Background: an optimization exercise with open tools, aiming at small area and a short achievable clock period. Do not read the settings as production practice.
RTL that was checked went through simulation tests only; none was proved equivalent to the original.
Function not checked in run 3: the RTL went through the layout flow alone.
Power and IR drop assume default switching activity.

===== flow/flow/run.sh =====
#!/bin/bash
# The standard layout (standard.sh, unchanged synthesis and steps), with
# plain buffers instead of delay cells on the ports. make's full output goes
# to standard.log here; each step's own log is under orfs/logs/.
set -euo pipefail
export BUFFER_PORTS_ARGS="-buffer_cell sky130_fd_sc_hd__buf_2"
bash standard.sh > standard.log 2>&1

===== flow/standard.sh =====
#!/bin/bash
# synth_recipe.tcl (not shown) runs the flow's synth.tcl, then flattens the netlist and writes it again
# the make line also repeats each setting of config.mk as NAME=value (left out here)
make -C /OpenROAD-flow-scripts/flow DESIGN_CONFIG=/design/flow/config.mk WORK_HOME=/design/flow/orfs CLKGATE_MAP_FILE= SYNTH_SCRIPT=/design/flow/synth_recipe.tcl "${@:-finish}"

===== flow/config.mk =====
export PLATFORM = sky130hd
export DESIGN_NAME = pipelined_regfile_2stage
export DESIGN_NICKNAME = pipelined_regfile_2stage
export VERILOG_FILES = /design/flow/design.v
export SDC_FILE = /design/flow/constraint.sdc
export NUM_CORES = 4
export LEC_CHECK = 0
export CAP_MARGIN = 20
export CORE_MARGIN = 2
export CORE_UTILIZATION = 68
export CTS_CLUSTER_DIAMETER = 60
export CTS_CLUSTER_SIZE = 20
export PLACE_DENSITY = 0.75
export SETUP_SLACK_MARGIN = 3.9
export SLEW_MARGIN = 20
export SYNTH_HIERARCHICAL = 1

===== flow/constraint.sdc =====
create_clock -name core_clock -period 7.0 [get_ports {clk}]
set_input_delay 1.4000 -clock core_clock [delete_from_list [all_inputs] [get_ports {clk}]]
set_output_delay 1.4000 -clock core_clock [all_outputs]
set_load 0.01 [all_outputs]

===== flow/design.v =====
`timescale 1ns / 10ps
`timescale 1ns / 10ps
module alu (
  input  [15:0] a,       
  input  [15:0] b,       
  input  [15:0] pc,      
  input  [3:0]  op,
  input  [3:0]  imm,
  output [15:0] out,
  output [15:0] aux,
  output        cin,
  output        zero     
);
  wire [15:0] sext = {{12{imm[3]}}, imm};
  wire [15:0] addr = a + sext;
  assign zero = (a == b);
  wire [15:0] shr = imm[3] ? 16'd0 : a >> imm[2:0];
  wire sel_a   = (op == 4'b0000) | (op == 4'b0001) | (op == 4'b0110);
  wire sel_and = (op == 4'b0010);
  wire sel_xor = (op == 4'b0011);
  wire sel_shr = (op == 4'b0101);
  wire sel_mul = (op == 4'b0111) | (op == 4'b0100);
  wire sel_lw  = (op == 4'b1000);
  wire sel_sw  = (op == 4'b1001);
  wire sel_adr = sel_lw | sel_sw;
  wire sel_pc  = (op == 4'b1101);
  wire sub     = (op == 4'b0001) | (op == 4'b0110);
  wire [15:0] o0 = ({16{sel_a}}   & a)
                 | ({16{sel_and}} & (a & b))
                 | ({16{sel_xor}} & (a ^ b))
                 | ({16{sel_shr}} & shr)
                 | ({16{sel_adr}} & addr)
                 | ({16{sel_pc}}  & pc);
  wire [15:0] o1 = {16{sel_a | sel_adr}} & (b ^ {16{sub}});
  mul_csa M (.a(a), .b(b), .sel(sel_mul), .o0(o0), .o1(o1), .s(out), .c(aux));
  assign cin = sub;
endmodule
module mul_csa (
  input  [15:0] a,
  input  [15:0] b,
  input         sel,
  input  [15:0] o0,
  input  [15:0] o1,
  output [15:0] s,
  output [15:0] c
);
  wire [15:0] pp0 = a[15:0] & {16{b[0]}};
  wire [14:0] pp1 = a[14:0] & {15{b[1]}};
  wire [13:0] pp2 = a[13:0] & {14{b[2]}};
  wire [12:0] pp3 = a[12:0] & {13{b[3]}};
  wire [11:0] pp4 = a[11:0] & {12{b[4]}};
  wire [10:0] pp5 = a[10:0] & {11{b[5]}};
  wire [9:0] pp6 = a[9:0] & {10{b[6]}};
  wire [8:0] pp7 = a[8:0] & {9{b[7]}};
  wire [7:0] pp8 = a[7:0] & {8{b[8]}};
  wire [6:0] pp9 = a[6:0] & {7{b[9]}};
  wire [5:0] pp10 = a[5:0] & {6{b[10]}};
  wire [4:0] pp11 = a[4:0] & {5{b[11]}};
  wire [3:0] pp12 = a[3:0] & {4{b[12]}};
  wire [2:0] pp13 = a[2:0] & {3{b[13]}};
  wire [1:0] pp14 = a[1:0] & {2{b[14]}};
  wire [0:0] pp15 = a[0:0] & {1{b[15]}};
  wire s0 = pp0[13] ^ pp1[12];
  wire c0 = pp0[13] & pp1[12];
  wire s1, c1, t1;
  xor2 X1a (.a(pp0[14]), .b(pp1[13]), .y(t1));
  xor2 X1b (.a(t1), .b(pp2[12]), .y(s1));
  maj3 M1 (.a(pp0[14]), .b(pp1[13]), .c(pp2[12]), .y(c1));
  wire s2 = pp3[11] ^ pp4[10];
  wire c2 = pp3[11] & pp4[10];
  wire s3, c3, t3;
  xor2 X3a (.a(pp0[15]), .b(pp1[14]), .y(t3));
  xor2 X3b (.a(t3), .b(pp2[13]), .y(s3));
  wire s4, c4, t4;
  xor2 X4a (.a(pp3[12]), .b(pp4[11]), .y(t4));
  xor2 X4b (.a(t4), .b(pp5[10]), .y(s4));
  wire s5 = pp6[9] ^ pp7[8];
  wire s6 = pp0[9] ^ pp1[8];
  wire c6 = pp0[9] & pp1[8];
  wire s7, c7, t7;
  xor2 X7a (.a(pp0[10]), .b(pp1[9]), .y(t7));
  xor2 X7b (.a(t7), .b(pp2[8]), .y(s7));
  maj3 M7 (.a(pp0[10]), .b(pp1[9]), .c(pp2[8]), .y(c7));
  wire s8 = pp3[7] ^ pp4[6];
  wire c8 = pp3[7] & pp4[6];
  wire s9, c9, t9;
  xor2 X9a (.a(pp0[11]), .b(pp1[10]), .y(t9));
  xor2 X9b (.a(t9), .b(pp2[9]), .y(s9));
  maj3 M9 (.a(pp0[11]), .b(pp1[10]), .c(pp2[9]), .y(c9));
  wire s10, c10, t10;
  xor2 X10a (.a(pp3[8]), .b(pp4[7]), .y(t10));
  xor2 X10b (.a(t10), .b(pp5[6]), .y(s10));
  maj3 M10 (.a(pp3[8]), .b(pp4[7]), .c(pp5[6]), .y(c10));
  wire s11 = pp6[5] ^ pp7[4];
  wire c11 = pp6[5] & pp7[4];
  wire s12, c12, t12;
  xor2 X12a (.a(pp0[12]), .b(pp1[11]), .y(t12));
  xor2 X12b (.a(t12), .b(pp2[10]), .y(s12));
  maj3 M12 (.a(pp0[12]), .b(pp1[11]), .c(pp2[10]), .y(c12));
  wire s13, c13, t13;
  xor2 X13a (.a(pp3[9]), .b(pp4[8]), .y(t13));
  xor2 X13b (.a(t13), .b(pp5[7]), .y(s13));
  maj3 M13 (.a(pp3[9]), .b(pp4[8]), .c(pp5[7]), .y(c13));
  wire s14, c14, t14;
  xor2 X14a (.a(pp6[6]), .b(pp7[5]), .y(t14));
  xor2 X14b (.a(t14), .b(pp8[4]), .y(s14));
  maj3 M14 (.a(pp6[6]), .b(pp7[5]), .c(pp8[4]), .y(c14));
  wire s15 = pp9[3] ^ pp10[2];
  wire c15 = pp9[3] & pp10[2];
  wire s16, c16, t16;
  xor2 X16a (.a(pp2[11]), .b(pp3[10]), .y(t16));
  xor2 X16b (.a(t16), .b(pp4[9]), .y(s16));
  maj3 M16 (.a(pp2[11]), .b(pp3[10]), .c(pp4[9]), .y(c16));
  wire s17, c17, t17;
  xor2 X17a (.a(pp5[8]), .b(pp6[7]), .y(t17));
  xor2 X17b (.a(t17), .b(pp7[6]), .y(s17));
  maj3 M17 (.a(pp5[8]), .b(pp6[7]), .c(pp7[6]), .y(c17));
  wire s18, c18, t18;
  xor2 X18a (.a(pp8[5]), .b(pp9[4]), .y(t18));
  xor2 X18b (.a(t18), .b(pp10[3]), .y(s18));
  maj3 M18 (.a(pp8[5]), .b(pp9[4]), .c(pp10[3]), .y(c18));
  wire s19, c19, t19;
  xor2 X19a (.a(pp11[2]), .b(pp12[1]), .y(t19));
  xor2 X19b (.a(t19), .b(pp13[0]), .y(s19));
  maj3 M19 (.a(pp11[2]), .b(pp12[1]), .c(pp13[0]), .y(c19));
  wire s20, c20, t20;
  xor2 X20a (.a(pp5[9]), .b(pp6[8]), .y(t20));
  xor2 X20b (.a(t20), .b(pp7[7]), .y(s20));
  maj3 M20 (.a(pp5[9]), .b(pp6[8]), .c(pp7[7]), .y(c20));
  wire s21, c21, t21;
  xor2 X21a (.a(pp8[6]), .b(pp9[5]), .y(t21));
  xor2 X21b (.a(t21), .b(pp10[4]), .y(s21));
  maj3 M21 (.a(pp8[6]), .b(pp9[5]), .c(pp10[4]), .y(c21));
  wire s22, c22, t22;
  xor2 X22a (.a(pp11[3]), .b(pp12[2]), .y(t22));
  xor2 X22b (.a(t22), .b(pp13[1]), .y(s22));
  maj3 M22 (.a(pp11[3]), .b(pp12[2]), .c(pp13[1]), .y(c22));
  wire s23, c23, t23;
  xor2 X23a (.a(pp14[0]), .b(c0), .y(t23));
  xor2 X23b (.a(t23), .b(s1), .y(s23));
  maj3 M23 (.a(pp14[0]), .b(c0), .c(s1), .y(c23));
  wire s24, c24, t24;
  xor2 X24a (.a(pp8[7]), .b(pp9[6]), .y(t24));
  xor2 X24b (.a(t24), .b(pp10[5]), .y(s24));
  wire s25, c25, t25;
  xor2 X25a (.a(pp11[4]), .b(pp12[3]), .y(t25));
  xor2 X25b (.a(t25), .b(pp13[2]), .y(s25));
  wire s26, c26, t26;
  xor2 X26a (.a(pp14[1]), .b(pp15[0]), .y(t26));
  xor2 X26b (.a(t26), .b(c1), .y(s26));
  wire s27, c27, t27;
  xor2 X27a (.a(c2), .b(s3), .y(t27));
  xor2 X27b (.a(t27), .b(s4), .y(s27));
  wire s28 = pp0[6] ^ pp1[5];
  wire c28 = pp0[6] & pp1[5];
  wire s29, c29, t29;
  xor2 X29a (.a(pp0[7]), .b(pp1[6]), .y(t29));
  xor2 X29b (.a(t29), .b(pp2[5]), .y(s29));
  maj3 M29 (.a(pp0[7]), .b(pp1[6]), .c(pp2[5]), .y(c29));
  wire s30 = pp3[4] ^ pp4[3];
  wire c30 = pp3[4] & pp4[3];
  wire s31, c31, t31;
  xor2 X31a (.a(pp0[8]), .b(pp1[7]), .y(t31));
  xor2 X31b (.a(t31), .b(pp2[6]), .y(s31));
  maj3 M31 (.a(pp0[8]), .b(pp1[7]), .c(pp2[6]), .y(c31));
  wire s32, c32, t32;
  xor2 X32a (.a(pp3[5]), .b(pp4[4]), .y(t32));
  xor2 X32b (.a(t32), .b(pp5[3]), .y(s32));
  maj3 M32 (.a(pp3[5]), .b(pp4[4]), .c(pp5[3]), .y(c32));
  wire s33 = pp6[2] ^ pp7[1];
  wire c33 = pp6[2] & pp7[1];
  wire s34, c34, t34;
  xor2 X34a (.a(pp2[7]), .b(pp3[6]), .y(t34));
  xor2 X34b (.a(t34), .b(pp4[5]), .y(s34));
  maj3 M34 (.a(pp2[7]), .b(pp3[6]), .c(pp4[5]), .y(c34));
  wire s35, c35, t35;
  xor2 X35a (.a(pp5[4]), .b(pp6[3]), .y(t35));
  xor2 X35b (.a(t35), .b(pp7[2]), .y(s35));
  maj3 M35 (.a(pp5[4]), .b(pp6[3]), .c(pp7[2]), .y(c35));
  wire s36, c36, t36;
  xor2 X36a (.a(pp8[1]), .b(pp9[0]), .y(t36));
  xor2 X36b (.a(t36), .b(s6), .y(s36));
  maj3 M36 (.a(pp8[1]), .b(pp9[0]), .c(s6), .y(c36));
  wire s37, c37, t37;
  xor2 X37a (.a(pp5[5]), .b(pp6[4]), .y(t37));
  xor2 X37b (.a(t37), .b(pp7[3]), .y(s37));
  maj3 M37 (.a(pp5[5]), .b(pp6[4]), .c(pp7[3]), .y(c37));
  wire s38, c38, t38;
  xor2 X38a (.a(pp8[2]), .b(pp9[1]), .y(t38));
  xor2 X38b (.a(t38), .b(pp10[0]), .y(s38));
  maj3 M38 (.a(pp8[2]), .b(pp9[1]), .c(pp10[0]), .y(c38));
  wire s39, c39, t39;
  xor2 X39a (.a(c6), .b(s7), .y(t39));
  xor2 X39b (.a(t39), .b(s8), .y(s39));
  maj3 M39 (.a(c6), .b(s7), .c(s8), .y(c39));
  wire s40, c40, t40;
  xor2 X40a (.a(pp8[3]), .b(pp9[2]), .y(t40));
  xor2 X40b (.a(t40), .b(pp10[1]), .y(s40));
  maj3 M40 (.a(pp8[3]), .b(pp9[2]), .c(pp10[1]), .y(c40));
  wire s41, c41, t41;
  xor2 X41a (.a(pp11[0]), .b(c7), .y(t41));
  xor2 X41b (.a(t41), .b(c8), .y(s41));
  maj3 M41 (.a(pp11[0]), .b(c7), .c(c8), .y(c41));
  wire s42, c42, t42;
  xor2 X42a (.a(s9), .b(s10), .y(t42));
  xor2 X42b (.a(t42), .b(s11), .y(s42));
  maj3 M42 (.a(s9), .b(s10), .c(s11), .y(c42));
  wire s43, c43, t43;
  xor2 X43a (.a(pp11[1]), .b(pp12[0]), .y(t43));
  xor2 X43b (.a(t43), .b(c9), .y(s43));
  maj3 M43 (.a(pp11[1]), .b(pp12[0]), .c(c9), .y(c43));
  wire s44, c44, t44;
  xor2 X44a (.a(c10), .b(c11), .y(t44));
  xor2 X44b (.a(t44), .b(s12), .y(s44));
  maj3 M44 (.a(c10), .b(c11), .c(s12), .y(c44));
  wire s45, c45, t45;
  xor2 X45a (.a(s13), .b(s14), .y(t45));
  xor2 X45b (.a(t45), .b(s15), .y(s45));
  maj3 M45 (.a(s13), .b(s14), .c(s15), .y(c45));
  wire s46, c46, t46;
  xor2 X46a (.a(s0), .b(c12), .y(t46));
  xor2 X46b (.a(t46), .b(c13), .y(s46));
  maj3 M46 (.a(s0), .b(c12), .c(c13), .y(c46));
  wire s47, c47, t47;
  xor2 X47a (.a(c14), .b(c15), .y(t47));
  xor2 X47b (.a(t47), .b(s16), .y(s47));
  maj3 M47 (.a(c14), .b(c15), .c(s16), .y(c47));
  wire s48, c48, t48;
  xor2 X48a (.a(s17), .b(s18), .y(t48));
  xor2 X48b (.a(t48), .b(s19), .y(s48));
  maj3 M48 (.a(s17), .b(s18), .c(s19), .y(c48));
  wire s49, c49, t49;
  xor2 X49a (.a(s2), .b(c16), .y(t49));
  xor2 X49b (.a(t49), .b(c17), .y(s49));
  maj3 M49 (.a(s2), .b(c16), .c(c17), .y(c49));
  wire s50, c50, t50;
  xor2 X50a (.a(c18), .b(c19), .y(t50));
  xor2 X50b (.a(t50), .b(s20), .y(s50));
  maj3 M50 (.a(c18), .b(c19), .c(s20), .y(c50));
  wire s51, c51, t51;
  xor2 X51a (.a(s21), .b(s22), .y(t51));
  xor2 X51b (.a(t51), .b(s23), .y(s51));
  maj3 M51 (.a(s21), .b(s22), .c(s23), .y(c51));
  wire s52, c52, t52;
  xor2 X52a (.a(s5), .b(c20), .y(t52));
  xor2 X52b (.a(t52), .b(c21), .y(s52));
  wire s53, c53, t53;
  xor2 X53a (.a(c22), .b(c23), .y(t53));
  xor2 X53b (.a(t53), .b(s24), .y(s53));
  wire s54, c54, t54;
  xor2 X54a (.a(s25), .b(s26), .y(t54));
  xor2 X54b (.a(t54), .b(s27), .y(s54));
  wire s55 = pp0[4] ^ pp1[3];
  wire c55 = pp0[4] & pp1[3];
  wire s56, c56, t56;
  xor2 X56a (.a(pp0[5]), .b(pp1[4]), .y(t56));
  xor2 X56b (.a(t56), .b(pp2[3]), .y(s56));
  maj3 M56 (.a(pp0[5]), .b(pp1[4]), .c(pp2[3]), .y(c56));
  wire s57 = pp3[2] ^ pp4[1];
  wire c57 = pp3[2] & pp4[1];
  wire s58, c58, t58;
  xor2 X58a (.a(pp2[4]), .b(pp3[3]), .y(t58));
  xor2 X58b (.a(t58), .b(pp4[2]), .y(s58));
  maj3 M58 (.a(pp2[4]), .b(pp3[3]), .c(pp4[2]), .y(c58));
  wire s59, c59, t59;
  xor2 X59a (.a(pp5[1]), .b(pp6[0]), .y(t59));
  xor2 X59b (.a(t59), .b(s28), .y(s59));
  maj3 M59 (.a(pp5[1]), .b(pp6[0]), .c(s28), .y(c59));
  wire s60, c60, t60;
  xor2 X60a (.a(pp5[2]), .b(pp6[1]), .y(t60));
  xor2 X60b (.a(t60), .b(pp7[0]), .y(s60));
  maj3 M60 (.a(pp5[2]), .b(pp6[1]), .c(pp7[0]), .y(c60));
  wire s61, c61, t61;
  xor2 X61a (.a(c28), .b(s29), .y(t61));
  xor2 X61b (.a(t61), .b(s30), .y(s61));
  maj3 M61 (.a(c28), .b(s29), .c(s30), .y(c61));
  wire s62, c62, t62;
  xor2 X62a (.a(pp8[0]), .b(c29), .y(t62));
  xor2 X62b (.a(t62), .b(c30), .y(s62));
  maj3 M62 (.a(pp8[0]), .b(c29), .c(c30), .y(c62));
  wire s63, c63, t63;
  xor2 X63a (.a(s31), .b(s32), .y(t63));
  xor2 X63b (.a(t63), .b(s33), .y(s63));
  maj3 M63 (.a(s31), .b(s32), .c(s33), .y(c63));
  wire s64, c64, t64;
  xor2 X64a (.a(c31), .b(c32), .y(t64));
  xor2 X64b (.a(t64), .b(c33), .y(s64));
  maj3 M64 (.a(c31), .b(c32), .c(c33), .y(c64));
  wire s65, c65, t65;
  xor2 X65a (.a(s34), .b(s35), .y(t65));
  xor2 X65b (.a(t65), .b(s36), .y(s65));
  maj3 M65 (.a(s34), .b(s35), .c(s36), .y(c65));
  wire s66, c66, t66;
  xor2 X66a (.a(c34), .b(c35), .y(t66));
  xor2 X66b (.a(t66), .b(c36), .y(s66));
  maj3 M66 (.a(c34), .b(c35), .c(c36), .y(c66));
  wire s67, c67, t67;
  xor2 X67a (.a(s37), .b(s38), .y(t67));
  xor2 X67b (.a(t67), .b(s39), .y(s67));
  maj3 M67 (.a(s37), .b(s38), .c(s39), .y(c67));
  wire s68, c68, t68;
  xor2 X68a (.a(c37), .b(c38), .y(t68));
  xor2 X68b (.a(t68), .b(c39), .y(s68));
  maj3 M68 (.a(c37), .b(c38), .c(c39), .y(c68));
  wire s69, c69, t69;
  xor2 X69a (.a(s40), .b(s41), .y(t69));
  xor2 X69b (.a(t69), .b(s42), .y(s69));
  maj3 M69 (.a(s40), .b(s41), .c(s42), .y(c69));
  wire s70, c70, t70;
  xor2 X70a (.a(c40), .b(c41), .y(t70));
  xor2 X70b (.a(t70), .b(c42), .y(s70));
  maj3 M70 (.a(c40), .b(c41), .c(c42), .y(c70));
  wire s71, c71, t71;
  xor2 X71a (.a(s43), .b(s44), .y(t71));
  xor2 X71b (.a(t71), .b(s45), .y(s71));
  maj3 M71 (.a(s43), .b(s44), .c(s45), .y(c71));
  wire s72, c72, t72;
  xor2 X72a (.a(c43), .b(c44), .y(t72));
  xor2 X72b (.a(t72), .b(c45), .y(s72));
  maj3 M72 (.a(c43), .b(c44), .c(c45), .y(c72));
  wire s73, c73, t73;
  xor2 X73a (.a(s46), .b(s47), .y(t73));
  xor2 X73b (.a(t73), .b(s48), .y(s73));
  maj3 M73 (.a(s46), .b(s47), .c(s48), .y(c73));
  wire s74, c74, t74;
  xor2 X74a (.a(c46), .b(c47), .y(t74));
  xor2 X74b (.a(t74), .b(c48), .y(s74));
  maj3 M74 (.a(c46), .b(c47), .c(c48), .y(c74));
  wire s75, c75, t75;
  xor2 X75a (.a(s49), .b(s50), .y(t75));
  xor2 X75b (.a(t75), .b(s51), .y(s75));
  maj3 M75 (.a(s49), .b(s50), .c(s51), .y(c75));
  wire s76, c76, t76;
  xor2 X76a (.a(c49), .b(c50), .y(t76));
  xor2 X76b (.a(t76), .b(c51), .y(s76));
  wire s77, c77, t77;
  xor2 X77a (.a(s52), .b(s53), .y(t77));
  xor2 X77b (.a(t77), .b(s54), .y(s77));
  wire s78 = pp0[3] ^ pp1[2];
  wire c78 = pp0[3] & pp1[2];
  wire s79, c79, t79;
  xor2 X79a (.a(pp2[2]), .b(pp3[1]), .y(t79));
  xor2 X79b (.a(t79), .b(pp4[0]), .y(s79));
  maj3 M79 (.a(pp2[2]), .b(pp3[1]), .c(pp4[0]), .y(c79));
  wire s80, c80, t80;
  xor2 X80a (.a(pp5[0]), .b(c55), .y(t80));
  xor2 X80b (.a(t80), .b(s56), .y(s80));
  maj3 M80 (.a(pp5[0]), .b(c55), .c(s56), .y(c80));
  wire s81, c81, t81;
  xor2 X81a (.a(c56), .b(c57), .y(t81));
  xor2 X81b (.a(t81), .b(s58), .y(s81));
  maj3 M81 (.a(c56), .b(c57), .c(s58), .y(c81));
  wire s82, c82, t82;
  xor2 X82a (.a(c58), .b(c59), .y(t82));
  xor2 X82b (.a(t82), .b(s60), .y(s82));
  maj3 M82 (.a(c58), .b(c59), .c(s60), .y(c82));
  wire s83, c83, t83;
  xor2 X83a (.a(c60), .b(c61), .y(t83));
  xor2 X83b (.a(t83), .b(s62), .y(s83));
  maj3 M83 (.a(c60), .b(c61), .c(s62), .y(c83));
  wire s84, c84, t84;
  xor2 X84a (.a(c62), .b(c63), .y(t84));
  xor2 X84b (.a(t84), .b(s64), .y(s84));
  maj3 M84 (.a(c62), .b(c63), .c(s64), .y(c84));
  wire s85, c85, t85;
  xor2 X85a (.a(c64), .b(c65), .y(t85));
  xor2 X85b (.a(t85), .b(s66), .y(s85));
  maj3 M85 (.a(c64), .b(c65), .c(s66), .y(c85));
  wire s86, c86, t86;
  xor2 X86a (.a(c66), .b(c67), .y(t86));
  xor2 X86b (.a(t86), .b(s68), .y(s86));
  maj3 M86 (.a(c66), .b(c67), .c(s68), .y(c86));
  wire s87, c87, t87;
  xor2 X87a (.a(c68), .b(c69), .y(t87));
  xor2 X87b (.a(t87), .b(s70), .y(s87));
  maj3 M87 (.a(c68), .b(c69), .c(s70), .y(c87));
  wire s88, c88, t88;
  xor2 X88a (.a(c70), .b(c71), .y(t88));
  xor2 X88b (.a(t88), .b(s72), .y(s88));
  maj3 M88 (.a(c70), .b(c71), .c(s72), .y(c88));
  wire s89, c89, t89;
  xor2 X89a (.a(c72), .b(c73), .y(t89));
  xor2 X89b (.a(t89), .b(s74), .y(s89));
  maj3 M89 (.a(c72), .b(c73), .c(s74), .y(c89));
  wire s90, c90, t90;
  xor2 X90a (.a(c74), .b(c75), .y(t90));
  xor2 X90b (.a(t90), .b(s76), .y(s90));
  wire s91 = pp0[2] ^ pp1[1];
  wire c91 = pp0[2] & pp1[1];
  wire s92, c92, t92;
  xor2 X92a (.a(pp2[1]), .b(pp3[0]), .y(t92));
  xor2 X92b (.a(t92), .b(s78), .y(s92));
  maj3 M92 (.a(pp2[1]), .b(pp3[0]), .c(s78), .y(c92));
  wire s93, c93, t93;
  xor2 X93a (.a(s55), .b(c78), .y(t93));
  xor2 X93b (.a(t93), .b(s79), .y(s93));
  maj3 M93 (.a(s55), .b(c78), .c(s79), .y(c93));
  wire s94, c94, t94;
  xor2 X94a (.a(s57), .b(c79), .y(t94));
  xor2 X94b (.a(t94), .b(s80), .y(s94));
  maj3 M94 (.a(s57), .b(c79), .c(s80), .y(c94));
  wire s95, c95, t95;
  xor2 X95a (.a(s59), .b(c80), .y(t95));
  xor2 X95b (.a(t95), .b(s81), .y(s95));
  maj3 M95 (.a(s59), .b(c80), .c(s81), .y(c95));
  wire s96, c96, t96;
  xor2 X96a (.a(s61), .b(c81), .y(t96));
  xor2 X96b (.a(t96), .b(s82), .y(s96));
  maj3 M96 (.a(s61), .b(c81), .c(s82), .y(c96));
  wire s97, c97, t97;
  xor2 X97a (.a(s63), .b(c82), .y(t97));
  xor2 X97b (.a(t97), .b(s83), .y(s97));
  maj3 M97 (.a(s63), .b(c82), .c(s83), .y(c97));
  wire s98, c98, t98;
  xor2 X98a (.a(s65), .b(c83), .y(t98));
  xor2 X98b (.a(t98), .b(s84), .y(s98));
  maj3 M98 (.a(s65), .b(c83), .c(s84), .y(c98));
  wire s99, c99, t99;
  xor2 X99a (.a(s67), .b(c84), .y(t99));
  xor2 X99b (.a(t99), .b(s85), .y(s99));
  maj3 M99 (.a(s67), .b(c84), .c(s85), .y(c99));
  wire s100, c100, t100;
  xor2 X100a (.a(s69), .b(c85), .y(t100));
  xor2 X100b (.a(t100), .b(s86), .y(s100));
  maj3 M100 (.a(s69), .b(c85), .c(s86), .y(c100));
  wire s101, c101, t101;
  xor2 X101a (.a(s71), .b(c86), .y(t101));
  xor2 X101b (.a(t101), .b(s87), .y(s101));
  maj3 M101 (.a(s71), .b(c86), .c(s87), .y(c101));
  wire s102, c102, t102;
  xor2 X102a (.a(s73), .b(c87), .y(t102));
  xor2 X102b (.a(t102), .b(s88), .y(s102));
  maj3 M102 (.a(s73), .b(c87), .c(s88), .y(c102));
  wire s103, c103, t103;
  xor2 X103a (.a(s75), .b(c88), .y(t103));
  xor2 X103b (.a(t103), .b(s89), .y(s103));
  maj3 M103 (.a(s75), .b(c88), .c(s89), .y(c103));
  wire s104, c104, t104;
  xor2 X104a (.a(s77), .b(c89), .y(t104));
  xor2 X104b (.a(t104), .b(s90), .y(s104));
  assign s = sel ? {c103, c102, c101, c100, c99, c98, c97, c96, c95, c94, c93, c92, c91, pp2[0], pp0[1], pp0[0]} : o0;
  assign c = sel ? {s104, s103, s102, s101, s100, s99, s98, s97, s96, s95, s94, s93, s92, s91, pp1[0], 1'b0} : o1;
endmodule
module xor2 (input a, input b, output y);
  assign y = a ^ b;
endmodule
module maj3 (input a, input b, input c, output y);
  assign y = (a & b) | (a & c) | (b & c);
endmodule
`timescale 1ns / 10ps
module regfile (
  input              clk,
  input              rst,
  input              wen,
  input  [15:0]      rsel1,     
  input  [15:0]      rsel2,
  input  [15:0]      inj2,      
  input  [3:0]       waddr,
  input  [15:0]      wdata,
  output [15:0]      rdata1,
  output [15:0]      rdata2
);
  reg [15:0] regdata [0:15];
  reg rst_q;
  always @(posedge clk) rst_q <= rst;
  wire [15:0] wd = rst_q ? 16'd0 : wdata;
  genvar i;
  generate
    for (i = 0; i < 16; i = i + 1) begin : r
      wire we = rst_q | (wen & (waddr == i));
      always @(posedge clk)
        if (we) regdata[i] <= (i == 1) ? (wd | {13'd0, rst_q, 1'b0, rst_q}) : wd;
    end
  endgenerate
  reg [15:0] rd1, rd2;
  integer k;
  always @(*) begin
    rd1 = 16'd0;
    rd2 = inj2;
    for (k = 0; k < 16; k = k + 1) begin
      rd1 = rd1 | ({16{rsel1[k]}} & regdata[k]);
      rd2 = rd2 | ({16{rsel2[k]}} & regdata[k]);
    end
  end
  assign rdata1 = rd1;
  assign rdata2 = rd2;
endmodule
`timescale 1ns / 1ps
`timescale 1ns / 10ps
module pipelined_regfile_2stage(clk, rst, imem_addr, imem_data, dmem_addr, dmem_wdata, dmem_we, dmem_re, dmem_rdata, wb_en, wb_addr, wb_data);
input clk;
input rst;
output [15:0] imem_addr;
input  [15:0] imem_data;
output [15:0] dmem_addr;
output [15:0] dmem_wdata;
output dmem_we;
output dmem_re;
input  [15:0] dmem_rdata;
output wb_en;
output [3:0] wb_addr;
output [15:0] wb_data;
reg  [15:0] pc;
wire [15:0] inst = imem_data;
wire [3:0]  op = inst[15:12];
wire        regdst = (op == 4'b1001) | (op == 4'b1010);
wire        jump = (op == 4'b1011) | (op == 4'b1101);
wire        jr = (op == 4'b1100);
wire [15:0] rdata1, rdata2;
wire [15:0] sel_rs = 16'd1 << inst[7:4];
wire [15:0] sel_rd = 16'd1 << inst[11:8];
wire [15:0] sel_rt = 16'd1 << inst[3:0];
wire        shl = (op == 4'b0100);
wire [15:0] sel2 = regdst ? sel_rd : shl ? 16'd0 : sel_rt;
wire [15:0] pow2 = (shl & ~inst[3]) ? (16'd1 << inst[2:0]) : 16'd0;
reg         wb_wen;
reg  [3:0]  wb_rd;
reg  [15:0] wb_val;
regfile RF0 (.clk(clk), .rst(rst), .wen(wb_wen), .rsel1(sel_rs), .rsel2(sel2), .inj2(pow2),
             .waddr(wb_rd), .wdata(wb_val), .rdata1(rdata1), .rdata2(rdata2));
reg         ex_v;
reg  [3:0]  ex_op, ex_imm, ex_rd;
reg  [15:0] ex_a, ex_b, ex_pc;
always @(posedge clk) begin
  ex_v   <= ~rst;
  ex_op  <= op;
  ex_imm <= inst[3:0];
  ex_rd  <= (op == 4'b1101) ? 4'd15 : inst[11:8];
  ex_a   <= rdata1;
  ex_b   <= rdata2;
  ex_pc  <= pc;
end
wire [15:0] ex_out, ex_aux;
wire        ex_cin, zero;
alu ALU0 (.a(ex_a), .b(ex_b), .pc(ex_pc), .op(ex_op), .imm(ex_imm),
          .out(ex_out), .aux(ex_aux), .cin(ex_cin), .zero(zero));
wire taken = ex_v & (ex_op == 4'b1010) & zero;
wire [15:0] btarget = ex_pc + {{12{ex_imm[3]}}, ex_imm};
wire [15:0] pc_next = jr ? rdata1 :
                      jump ? {pc[15:12], inst[11:0]} :
                      taken ? btarget : pc + 16'd1;
always @(posedge clk)
  pc <= rst ? 16'd0 : pc_next;
assign imem_addr = pc;
reg         mem_wen, mem_re, mem_we;
reg         mem_cin, mem_com, mem_eq;
reg  [3:0]  mem_rd;
reg  [15:0] mem_res, mem_aux;
always @(posedge clk) begin
  mem_wen <= ~rst & ex_v & ((ex_op <= 4'b1000) | (ex_op == 4'b1101));
  mem_re  <= ~rst & ex_v & (ex_op == 4'b1000);
  mem_we  <= ~rst & ex_v & (ex_op == 4'b1001);
  mem_cin <= ex_cin;
  mem_com <= (ex_op == 4'b0110);
  mem_eq  <= zero;
  mem_rd  <= ex_rd;
  mem_res <= ex_out;
  mem_aux <= ex_aux;
end
assign dmem_addr  = mem_res;
assign dmem_wdata = mem_aux;
assign dmem_we    = mem_we;
assign dmem_re    = mem_re;
wire [16:0] sum17 = {1'b0, mem_res} + {1'b0, mem_aux} + {16'd0, mem_cin};
wire        le = ~sum17[16] | mem_eq;
wire [15:0] sum = mem_com ? {15'd0, le} : sum17[15:0];
wire [15:0] mem_val = mem_re ? dmem_rdata : sum;
always @(posedge clk) begin
  wb_wen <= ~rst & mem_wen;
  wb_rd  <= mem_rd;
  wb_val <= mem_val;
end
assign wb_en   = wb_wen;
assign wb_addr = wb_rd;
assign wb_data = wb_val;
endmodule

==> results of run 1 <==
==> registers in the layout, summed over array words and instances (netlist names), 4 cells and up <==
register     flops
RF0.regdata    256
ex_a            16
ex_b            16
ex_imm           4
ex_op            4
ex_pc           16
ex_rd            4
mem_aux         16
mem_rd           4
mem_res         16
pc              16
wb_rd            4
wb_val          16
==> stage by stage <==
stage	std cells	total power, W	worst slack (ns)	area (um^2)	hold WS [ns]
global route	2599	0.00843	3.89	25400	0.321
floorplan	2043	0.00522	3.92	23300	0.310
CTS	2582	0.00799	3.88	25200	0.327
finish	2599	0.00814	3.90	25400	0.323
global placement	2523	0.00603	3.17	24000	0.310
detailed placement	2523	0.00609	3.10	24000	0.313
==> worst register-to-register path, delay by kind of cell, from the launching register on <==
family,cells,cell delay (ns)
AO/OA/AOI/OAI,4,0.95
adder cells (fa/ha/maj),2,0.61
buffers and inverters,2,0.29
flip-flops,1,0.33
multiplexers,2,0.59
AND/OR/NAND/NOR,1,0.21
==> Yosys stat by module, one instance, submodules excluded <==
module                    flops+latches  cell area (um^2)  cells inside  times used
pipelined_regfile_2stage            140              5670           584           1
mul_csa                               0              1540           202           1
alu                                   0              2390           316           1
regfile                             257             11200           674           1
xor2                                  0              8.76             1         182
maj3                                  0              11.3             1          78
==> kinds of logic (layout without fill, tap and decap cells) <==
family / after synthesis / in the layout / share of synthesized area
AOI/OAI and AO/OA: 524 / 524 / 0.183
xor gates and xnor gates: 244 / 244 / 0.0919
adders and majority gates: 157 / 157 / 0.0815
buffers and inverters: 152 / 260 / 0.0376
DFF: 397 / 397 / 0.452
muxes: 56 / 56 / 0.0336
other: 1 / 8 / 0.000161
and+or+nand+nor: 505 / 505 / 0.120
==> path summary, 6_finish.rpt <==
kind | end | slack (ns) | from
max | pc[12] | 3.90 | imem_data[5]
min | mem_rd[3] | 0.32 | ex_rd[3]
max reg2reg | mem_res[10] | 3.96 | ex_a[0]
min reg2reg | mem_rd[3] | 0.32 | ex_rd[3]
==> layer usage <==
metal  routed length (um)  share of wire  vias to the layer above
met5                   11        0.00014                        -
met4                 6630          0.085                        2
met3                 9690           0.12                      484
met2                34100           0.44                     1493
met1                27900           0.36                     9070
li1                     -              -                     8003
==> area by class of cell <==
type                            instances  area, um^2
Clock buffer                           41         823
Clock inverter                         17         269
Fill cell                            2299        8180
Inverter                               33         124
Multi-Input combinational cell       1494       12100
Sequential cell                       397       10600
Tap cell                              448         561
Timing Repair Buffer                  169        1020
==> cell usage after synthesis (7+ instances only) <==
library cell,number
mux2_2,12
a31o_2,7
o211ai_1,15
maj3_2,78
inv_1,33
nand4_1,33
dfxtp_1,141
ha_1,75
a21o_1,20
a222oi_1,21
buf_6,27
mux2_4,21
nand2_1,70
nor2_1,94
o22ai_1,22
clkbuf_2,8
xor2_1,200
clkbuf_1,41
a21oi_1,64
mux2i_1,15
a221oi_2,37
and4_1,20
a31oi_1,8
o21ai_0,36
a22oi_1,76
xnor2_1,44
o21a_1,9
edfxtp_1,256
nor4_1,12
a221oi_1,53
nand3_1,28
mux4_2,8
nor3_1,22
buf_2,35
nor2b_1,35
a22o_1,95
and2_1,132
a211oi_1,16
nand2b_1,20
and3_1,8
==> cell usage in the layout (no fill, tap or decap), drive strengths merged, types with 39 or more instances in the layout <==
| master | count |
|---|---|
| a21oi | 66 |
| a221oi | 90 |
| a22o | 95 |
| a22oi | 76 |
| and2 | 132 |
| buf | 169 |
| clkbuf | 41 |
| dfxtp | 141 |
| edfxtp | 256 |
| ha | 75 |
| inv | 40 |
| maj3 | 78 |
| nand2 | 70 |
| nor2 | 95 |
| o21ai | 39 |
| xnor2 | 44 |
| xor2 | 200 |
==> power breakdown <==
group	total [W]	leakage, nW	internal [W]	switching, W
Clock	0.00191	0.521	0.000956	0.000951
Sequential	0.00349	3.80	0.00300	0.000485
Combinational	0.00274	6.09	0.00115	0.00159
Total	0.00814	10.4	0.00511	0.00303
==> timing repair <==
| action | 4_1_cts | 5_1_grt |
|---|---|---|
| setup endpoints to repair | 22 | 30 |
| setup buffers | 1 | 17 |
| gates resized for setup | 30 | 26 |
| gates cloned | 0 | 0 |
| pin swaps | 1 | 9 |
==> results.cfg, run 1 <==
[timing]
finalCriticalPeriod_ns = 3.10
setup-tns-final_ns = 0
finalCritPeriodShare = 0.442
max_freq_mhz = 323
worst_pin_slew_ns = 1.14
rsz0062_at_grt = true
skew_ns = 0.0227
setup_viol_count_final = 0
hold_viol_final = 0
slew_viol_final = 0
slew_headroom = 0.242

[clock_network]
cts_buffer_depth = 3
hold_buffers = 0
cts.sinks = 397
cts-root-buf = clkbuf_16
clkLatencyLatePin_ns = 0.64
cts_tree = built
cts_made_buffers = 31
clk_pin_slew_ns = 0.08
htreeDepth = 1

[setup_path]
worstPathArrival_ns = 3.60
critPathBufInv = 2
slowest_delay_ns = 0.45
path_cells = buf_2, nand2b_1, nor2_1, buf_4, a22o_1, a221oi_1, nand4_1, a22oi_1, o22ai_1
worstSetupPathType = in -> reg
worst-path-stages = 9
cp_max_fo = 16
crit_family = compound AO/OA/AOI/OAI gates
ff2ff_path_depth = 11
critPathRequiredTime_ns = 7.51
startpoint_type = input pin
crit_slowest_cell = nand4_1
endpoint_kind = flop

[cells_and_area]
final_util = 0.757
diodes = 0
drive_gt1_frac = 0.209
nets = 2239
syn_to_final_growth_pct = 9.34

[synth]
async_flop_share = 0
yosysSeqAreaShare = 0.452
synth_flop_cell = edfxtp_1
ys_ff_latch = 397
yosys_warnings = 9
synth_top_area_frac = 0.330
post_synth_num_cell_types = 89
netlist_area_um2 = 23300
synth_area_per_cell_um2 = 11.4
synthTopCellsByArea = edfxtp_1 33%, dfxtp_1 12%, xor2_1 7.5%
yosysTopAreaCell = edfxtp_1
synth_edf_count = 256
synth_cells = 2036

[die]
die_y_um = 189
die-area_um2 = 35700
initial_core_util = 0.692
io_pins = 105
rows = 67
core_area_um2 = 33600
die_w_um = 189

[place]
place_congestion = 1.02
portBuffers = 104
dpl.hpwl_mm = 51.1

[job]
maxCapViolCount = 0

[status]
outcome = timing/DRC/antenna clean

[detailed_routing]
via_per_inst = 7.33
vias = 19100
detail_route.wl_per_cell_um = 30.1
drt_iter0_drc = 2544
wirelength_mm = 78.3
ant_nets = 0
post-route-drc-count = 0
drt_pass1_iterations = 11

[grt]
grt_pass1_wl_mm = 114
busiest_layer = met2
grt_use_met3 = 0.0966
grt_overflow_total = 0
grt_pass1_vias = 18400
use_met1 = 0.555
grt_max_degree = 37
grt_use_met2 = 0.658
grt_usage = 0.433
antenna_found_initial = 2

[power]
max-vdd-ir-drop_v = 0.000380
pwr_density_cell_nw_per_um2 = 320
p_leak_nw = 10.4

[min_path]
hold_class = reg -> reg
holdPathStages = 0
==> inputs of run 2 (changes only) <==
--- a/flow/config.mk
+++ b/flow/config.mk
@@ -7,10 +7,9 @@
 export LEC_CHECK = 0
 export CAP_MARGIN = 20
 export CORE_MARGIN = 2
-export CORE_UTILIZATION = 68
+export CORE_UTILIZATION = 50
 export CTS_CLUSTER_DIAMETER = 60
 export CTS_CLUSTER_SIZE = 20
-export PLACE_DENSITY = 0.75
 export SETUP_SLACK_MARGIN = 3.9
 export SLEW_MARGIN = 20
 export SYNTH_HIERARCHICAL = 1
==> results.cfg, run 2 <==
[clock_network]
cts-root-buf = clkbuf_16
hold_buffers = 0
clkLatencyLatePin_ns = 0.59
clk_pin_slew_ns = 0.08
htreeDepth = 2
cts_made_buffers = 34
cts_buffer_depth = 3
cts_tree = built
cts.sinks = 397

[synth]
async_flop_share = 0
ys_ff_latch = 397
synthTopCellsByCount = 256 x edfxtp_1, 200 x xor2_1, 141 x dfxtp_1
yosysTopAreaCell = edfxtp_1
post_synth_num_cell_types = 89
yosys_warnings = 9
synthTopCellsByArea = edfxtp_1 33%, dfxtp_1 12%, xor2_1 7.5%
synth_most_common_cell = edfxtp_1
synth_area_per_cell_um2 = 11.4
synth_cells = 2036
synth_top_area_frac = 0.330
synth_flop_cell = edfxtp_1
synth_edf_count = 256
netlist_area_um2 = 23300
yosysSeqAreaShare = 0.452

[die]
die-area_um2 = 48300
die_y_um = 220
core_area_um2 = 46300
initial_core_util = 0.503
die_w_um = 220
io_pins = 105
rows = 79

[detailed_routing]
drt_pass1_iterations = 8
post-route-drc-count = 0
drt_iter0_drc = 2592
ant_nets = 0
via_per_inst = 6.69
wirelength_mm = 83.6
detail_route.wl_per_cell_um = 30.2
vias = 18500

[grt]
antenna_found_initial = 1
grt_pass1_wl_mm = 120
grt_usage = 0.345
grt_max_degree = 37
grt_pass1_vias = 17800
grt_overflow_total = 0

[power]
combPwrFrac = 0.341
p_seq_frac = 0.417
p_leak_nw = 10.5
p_int_w = 0.00521
pwr-share-clk = 0.242
swShare = 0.368
pwr_density_cell_nw_per_um2 = 319
max-vdd-ir-drop_v = 0.000214
switchingPower_w = 0.00304

[setup_path]
critPathRequiredTime_ns = 7.52
endpoint_kind = flop
worstSetupPathType = in -> reg
worstPathArrival_ns = 3.59
startpoint_type = input pin
cp_max_fo = 14

[job]
maxCapViolCount = 0

[place]
place_congestion = 0.956
pre_cts_slack_ns = 2.81
dpl.hpwl_mm = 54.1
portBuffers = 104

[timing]
worst_pin_slew_ns = 1.18
setup_viol_count_final = 0
slew_viol_final = 0
finalWorstSetupSlack_ns = 3.92
rsz0062_at_grt = true
max_freq_mhz = 325
finalCritPeriodShare = 0.440
setup-tns-final_ns = 0
hold_viol_final = 0
skew_ns = 0.0472
slew_headroom = 0.214
finalCriticalPeriod_ns = 3.08

[min_path]
hold_class = reg -> reg

[cells_and_area]
final_common_cell = edfxtp_1
largest_register_ffs = 256
nets = 2250
syn_to_final_growth_pct = 11.2
mostFrequentLayoutCells = 256 x edfxtp_1, 200 x xor2_1, 131 x and2_1
drive_gt1_frac = 0.219
largest-register = RF0.regdata

[status]
outcome = timing/DRC/antenna clean
[run 2: cell counts after synthesis]
No cell type changed its count.
[run 2: timing repair]
item,4_1_cts,5_1_grt
gates resized for setup,26,36
buffers inserted,1,19
setup endpoints to repair,40,32
pin swaps,1,15
[run 2: logic make-up (layout without fill, tap and decap cells)]
| family | Yosys count | after routing | share of synthesized area |
|---|---|---|---|
| AO/OA/AOI/OAI | 524 | 524 | 0.183 |
| buffers and inverters | 152 | 269 | 0.0376 |
| adder cells (fa/ha/maj) | 157 | 157 | 0.0815 |
| flip-flops | 397 | 397 | 0.452 |
| XOR/XNOR | 244 | 244 | 0.0919 |
| other | 1 | 11 | 0.000161 |
| multiplexers | 56 | 56 | 0.0336 |
| AND/OR/NAND/NOR | 505 | 505 | 0.120 |
[run 2: cell type report]
class | count | area (um^2)
inverter | 33 | 124
clock buffer | 38 | 876
timing repair buffer | 177 | 1160
tap | 607 | 759
antenna | 3 | 7.51
clock inverter | 21 | 265
multi-input combinational | 1494 | 12100
fill | 3927 | 20400
sequential | 397 | 10600
[run 2: through the flow]
step	cell area, um^2	util	cells	hold WS (ns)	total power (W)
after floorplan	23300	-	2043	0.310	0.00522
after global placement	24300	0.525	2688	0.310	0.00611
after detailed placement	24300	0.526	2688	0.314	0.00615
after CTS	25500	0.552	2748	0.335	0.00815
after global routing	25900	0.559	2767	0.337	0.00862
final	25900	0.559	2770	0.332	0.00825
[run 2: path summary, 6_finish.rpt]
check / start / endpoint / slack, ns / cells after the start
setup reg to reg: ex_b[6] / mem_res[15] / 3.98 / 11
hold / removal: mem_rd[0] / wb_rd[0] / 0.33 / 0
setup / recovery: imem_data[12] / ex_b[9] / 3.92 / 8
hold reg to reg: mem_rd[0] / wb_rd[0] / 0.33 / 0
[run 2: metal layers]
| layer | vias up | track usage | share of wire |
|---|---|---|---|
| met2 | 1100 | 0.551 | 0.46 |
| met4 | 0 | 0.181 | 0.059 |
| met5 | - | 0 | 0 |
| met3 | 336 | 0.0733 | 0.094 |
| met1 | 9075 | 0.440 | 0.39 |
| li1 | 8026 | - | - |
[run 2: power groups by stage]
stage | combinational, W | clock (W) | sequential [W]
finish | 0.00281 | 0.00200 | 0.00344
CTS | 0.00270 | 0.00201 | 0.00343
global placement | 0.00263 | 0 | 0.00348
floorplan | 0.00192 | 0 | 0.00330
global route | 0.00305 | 0.00210 | 0.00347
detailed placement | 0.00268 | 0 | 0.00347
[run 2: Yosys stat by module (local to each module, per instance)]
module | cells inside | copies in the design | area (um^2)
alu | 316 | 1 | 2390
xor2 | 1 | 182 | 8.76
maj3 | 1 | 78 | 11.3
regfile | 674 | 1 | 11200
mul_csa | 202 | 1 | 1540
pipelined_regfile_2stage | 584 | 1 | 5670
[run 2: critical path: stages]
cell and delay, ns:
buf_2 0.14, xnor2_1 0.14, nor3b_2 0.34, nand3_1 0.31, o22ai_4 0.75, buf_4 0.28
a222oi_1 0.09, nand4_1 0.13
==> inputs of run 3 (changes only) <==
--- a/flow/design.v
+++ b/flow/design.v
@@ -503,16 +503,11 @@
 reg  [15:0] pc;
 wire [15:0] inst = imem_data;
 wire [3:0]  op = inst[15:12];
-wire        regdst = (op == 4'b1001) | (op == 4'b1010);
 wire        jump = (op == 4'b1011) | (op == 4'b1101);
 wire        jr = (op == 4'b1100);
 wire [15:0] rdata1, rdata2;
-wire [15:0] sel_rs = 16'd1 << inst[7:4];
-wire [15:0] sel_rd = 16'd1 << inst[11:8];
-wire [15:0] sel_rt = 16'd1 << inst[3:0];
-wire        shl = (op == 4'b0100);
-wire [15:0] sel2 = regdst ? sel_rd : shl ? 16'd0 : sel_rt;
-wire [15:0] pow2 = (shl & ~inst[3]) ? (16'd1 << inst[2:0]) : 16'd0;
+wire [15:0] sel_rs, sel2, pow2;
+read_select RS (.inst(inst), .sel1(sel_rs), .sel2(sel2), .pow2(pow2));
 reg         wb_wen;
 reg  [3:0]  wb_rd;
 reg  [15:0] wb_val;
@@ -574,3 +569,18 @@
 assign wb_addr = wb_rd;
 assign wb_data = wb_val;
 endmodule
+module read_select (
+  input  [15:0] inst,
+  output [15:0] sel1,
+  output [15:0] sel2,
+  output [15:0] pow2
+);
+  wire [3:0]  op = inst[15:12];
+  wire        regdst = (op == 4'b1001) | (op == 4'b1010);
+  wire        shl = (op == 4'b0100);
+  wire [15:0] sel_rd = 16'd1 << inst[11:8];
+  wire [15:0] sel_rt = 16'd1 << inst[3:0];
+  assign sel1 = 16'd1 << inst[7:4];
+  assign sel2 = ({16{regdst}} & sel_rd) | ({16{~regdst & ~shl}} & sel_rt);
+  assign pow2 = (shl & ~inst[3]) ? (16'd1 << inst[2:0]) : 16'd0;
+endmodule
--- a/flow/config.mk
+++ b/flow/config.mk
@@ -7,7 +7,7 @@
 export LEC_CHECK = 0
 export CAP_MARGIN = 20
 export CORE_MARGIN = 2
-export CORE_UTILIZATION = 50
+export CORE_UTILIZATION = 60
 export CTS_CLUSTER_DIAMETER = 60
 export CTS_CLUSTER_SIZE = 20
 export SETUP_SLACK_MARGIN = 3.9
==> results.cfg, run 3 <==
[status]
outcome = timing/DRC/antenna clean

[timing]
worst_pin_slew_ns = 1.18
max_freq_mhz = 324
finalCriticalPeriod_ns = 3.08
skew_ns = 0.0220
finalWorstSetupSlack_ns = 3.92
finalCritPeriodShare = 0.441
hold_viol_final = 0
slew_headroom = 0.216
setup_viol_count_final = 0
slew_viol_final = 0
rsz0062_at_grt = true
setup-tns-final_ns = 0

[clock_network]
hold_buffers = 0
cts-root-buf = clkbuf_16
clk_pin_slew_ns = 0.08
cts_buffer_depth = 3
clkLatencyLatePin_ns = 0.62
cts_made_buffers = 31
htreeDepth = 1
cts.sinks = 397
cts_tree = built

[power]
swShare = 0.375
p_seq_frac = 0.423
switchingPower_w = 0.00304
p_int_w = 0.00505
max-vdd-ir-drop_v = 0.000274
pwr_density_cell_nw_per_um2 = 313
p_leak_nw = 10.6
combPwrFrac = 0.350
pwr-share-clk = 0.227

[grt]
grt_pass1_vias = 18200
grt_overflow_total = 0
grt_use_met2 = 0.629
antenna_found_initial = 1
grt_max_degree = 37
grt_use_met3 = 0.0807
grt_usage = 0.394
use_met1 = 0.502
busiest_layer = met2
grt_pass1_wl_mm = 119

[synth]
yosysSeqAreaShare = 0.450
yosysTopAreaCell = edfxtp_1
ys_ff_latch = 397
async_flop_share = 0
post_synth_num_cell_types = 91
netlist_area_um2 = 23400
synth_most_common_cell = edfxtp_1
yosys_warnings = 9
synth_flop_cell = edfxtp_1
synth_area_per_cell_um2 = 11.5
synthTopCellsByArea = edfxtp_1 33%, dfxtp_1 12%, xor2_1 7.6%
synth_cells = 2030
synth_top_area_frac = 0.329
synth_edf_count = 256
synthTopCellsByCount = 256 x edfxtp_1, 202 x xor2_1, 141 x dfxtp_1

[place]
pre_cts_slack_ns = 3.22
dpl.hpwl_mm = 53.2
place_congestion = 0.932
portBuffers = 104

[setup_path]
cp_max_fo = 16
startpoint_type = input pin
endpoint_kind = flop
worstSetupPathType = in -> reg
worstPathArrival_ns = 3.55
critPathRequiredTime_ns = 7.47

[cells_and_area]
syn_to_final_growth_pct = 10.6
nets = 2237
mostFrequentLayoutCells = 256 x edfxtp_1, 202 x xor2_1, 135 x and2_1
diodes = 0
final_common_cell = edfxtp_1
drive_gt1_frac = 0.229
largest-register = RF0.regdata
largest_register_ffs = 256

[die]
die_y_um = 201
io_pins = 105
initial_core_util = 0.606
core_area_um2 = 38600
die_w_um = 201
die-area_um2 = 40500
rows = 72

[detailed_routing]
detail_route.wl_per_cell_um = 30.6
post-route-drc-count = 0
wirelength_mm = 81.5
via_per_inst = 7.02
ant_nets = 0
vias = 18700
drt_pass1_iterations = 9
drt_iter0_drc = 2111

[job]
maxCapViolCount = 0

[min_path]
hold_class = reg -> reg
==> run 3: cell types whose count changed after synthesis, sizes merged, moves of 7 or more <==
cell | before | now
nor2 | 95 | 83
a211oi | 17 | 8
a22oi | 76 | 84
o32ai | 0 | 8
a21oi | 66 | 59
nand2 | 70 | 63
==> run 3: layout make-up <==
type	count	area (um^2)
Clock buffer	37	840
Fill cell	2994	12700
Inverter	31	116
Timing Repair Buffer	179	1190
Clock inverter	21	211
Tap cell	518	648
Sequential cell	397	10600
Multi-Input combinational cell	1484	12300
==> run 3: logic make-up after synthesis <==
family / after synthesis / share of synthesized area
DFF: 397 / 0.450
xor gates and xnor gates: 243 / 0.0911
AOI/OAI and AO/OA: 531 / 0.186
and+or+nand+nor: 489 / 0.119
buffers and inverters: 156 / 0.0393
other: 1 / 0.000160
muxes: 56 / 0.0334
adders and majority gates: 157 / 0.0812
==> run 3: worst max-delay path, cell delays in order <==
cell and delay [ns]:
buf_2 0.22, nand2b_4 0.19, nor2_1 0.05, buf_4 0.23
a22o_1 0.27, a221oi_1 0.21, nand4_1 0.35, a22oi_1 0.49
a21oi_1 0.12
==> run 3: routing by layer <==
layer / part of all wire / routed length (um) / up-vias
met1: 0.37 / 30400 / 9041
li1: - / - / 8017
met5: 0 / 0 / -
met4: 0.069 / 5590 / 0
met3: 0.11 / 8660 / 382
met2: 0.45 / 36800 / 1285
==> run 3: final timing paths <==
kind                 from          to  slack [ns]  cells after the start
max          imem_data[4]       pc[5]        3.92                      9
min             mem_rd[1]    wb_rd[1]        0.33                      0
max reg2reg    mem_res[0]  wb_val[14]        3.97                     11
min reg2reg     mem_rd[1]    wb_rd[1]        0.33                      0
==> run 3: power groups by stage <==
stage | clock network, W | logic (W) | registers (W)
2_1_floorplan | 0 | 0.00191 | 0.00329
3_3_place_gp | 0 | 0.00265 | 0.00345
3_5_place_dp | 0 | 0.00270 | 0.00345
4_1_cts | 0.00184 | 0.00274 | 0.00341
5_1_grt | 0.00193 | 0.00305 | 0.00344
6_report | 0.00184 | 0.00283 | 0.00342
==> run 3: repair_timing <==
item | CTS | global route
setup endpoints to repair | 42 | 39
pin swaps | 2 | 15
resized for setup | 22 | 36
setup buffers | 2 | 24
==> run 3: metrics by stage <==
step	hold slack, ns	instance area, um^2	std cells	utilization	total power [W]
finish	0.331	25800	2667	0.670	0.00809
global route	0.334	25800	2667	0.670	0.00842
CTS	0.333	25500	2643	0.662	0.00798
detailed placement	0.313	24400	2583	0.632	0.00615
global placement	0.312	24300	2582	0.631	0.00610
floorplan	0.310	23400	2037	-	0.00520
==> run 3: per-module statistics from Yosys, one instance, submodules excluded <==
module                    flops+latches  area, um^2  copies in the design
alu                                   0        2390                     1
maj3                                  0        11.3                    78
mul_csa                               0        1540                     1
pipelined_regfile_2stage            140        5260                     1
read_select                           0         513                     1
regfile                             257       11200                     1
xor2                                  0        8.76                   182

[what the ideal ports hide]
No port has a modelled driver above. Below, the same layouts with a new extraction and two added sets of constraints.
Step 1 sets driving cells, clkbuf_16 on the clock port and buf_2 on the other inputs (assumed; they add their load-dependent delay and slew).
Step 2 adds t to the input delays and takes it off the output delays; t is the mean of the earliest and latest rising clock arrival at the registers after step 1. Input paths then give back, and output paths get back, about the clock's delay inside the block.
a / b / c = ideal ports / drivers / drivers and shift; a / b = the first two.
run | t, ns | slack for setup (ns) | latest minus earliest clock arrival (ns) | worst slew at a driven data input, ns
run 1 | 0.682 | 3.905 / 3.921 / 3.238 | 0.026 / 0.025 | 0.04
run 2 | 0.626 | 3.923 / 3.963 / 3.337 | 0.047 / 0.048 | 0.04
run 3 | 0.668 | 3.915 / 3.956 / 3.288 | 0.022 / 0.022 | 0.05
After both steps setup and hold are still met in every run listed. The setup slack of run 1, which loses most, moves by +0.016 ns with the drivers and by -0.667 ns with both steps.
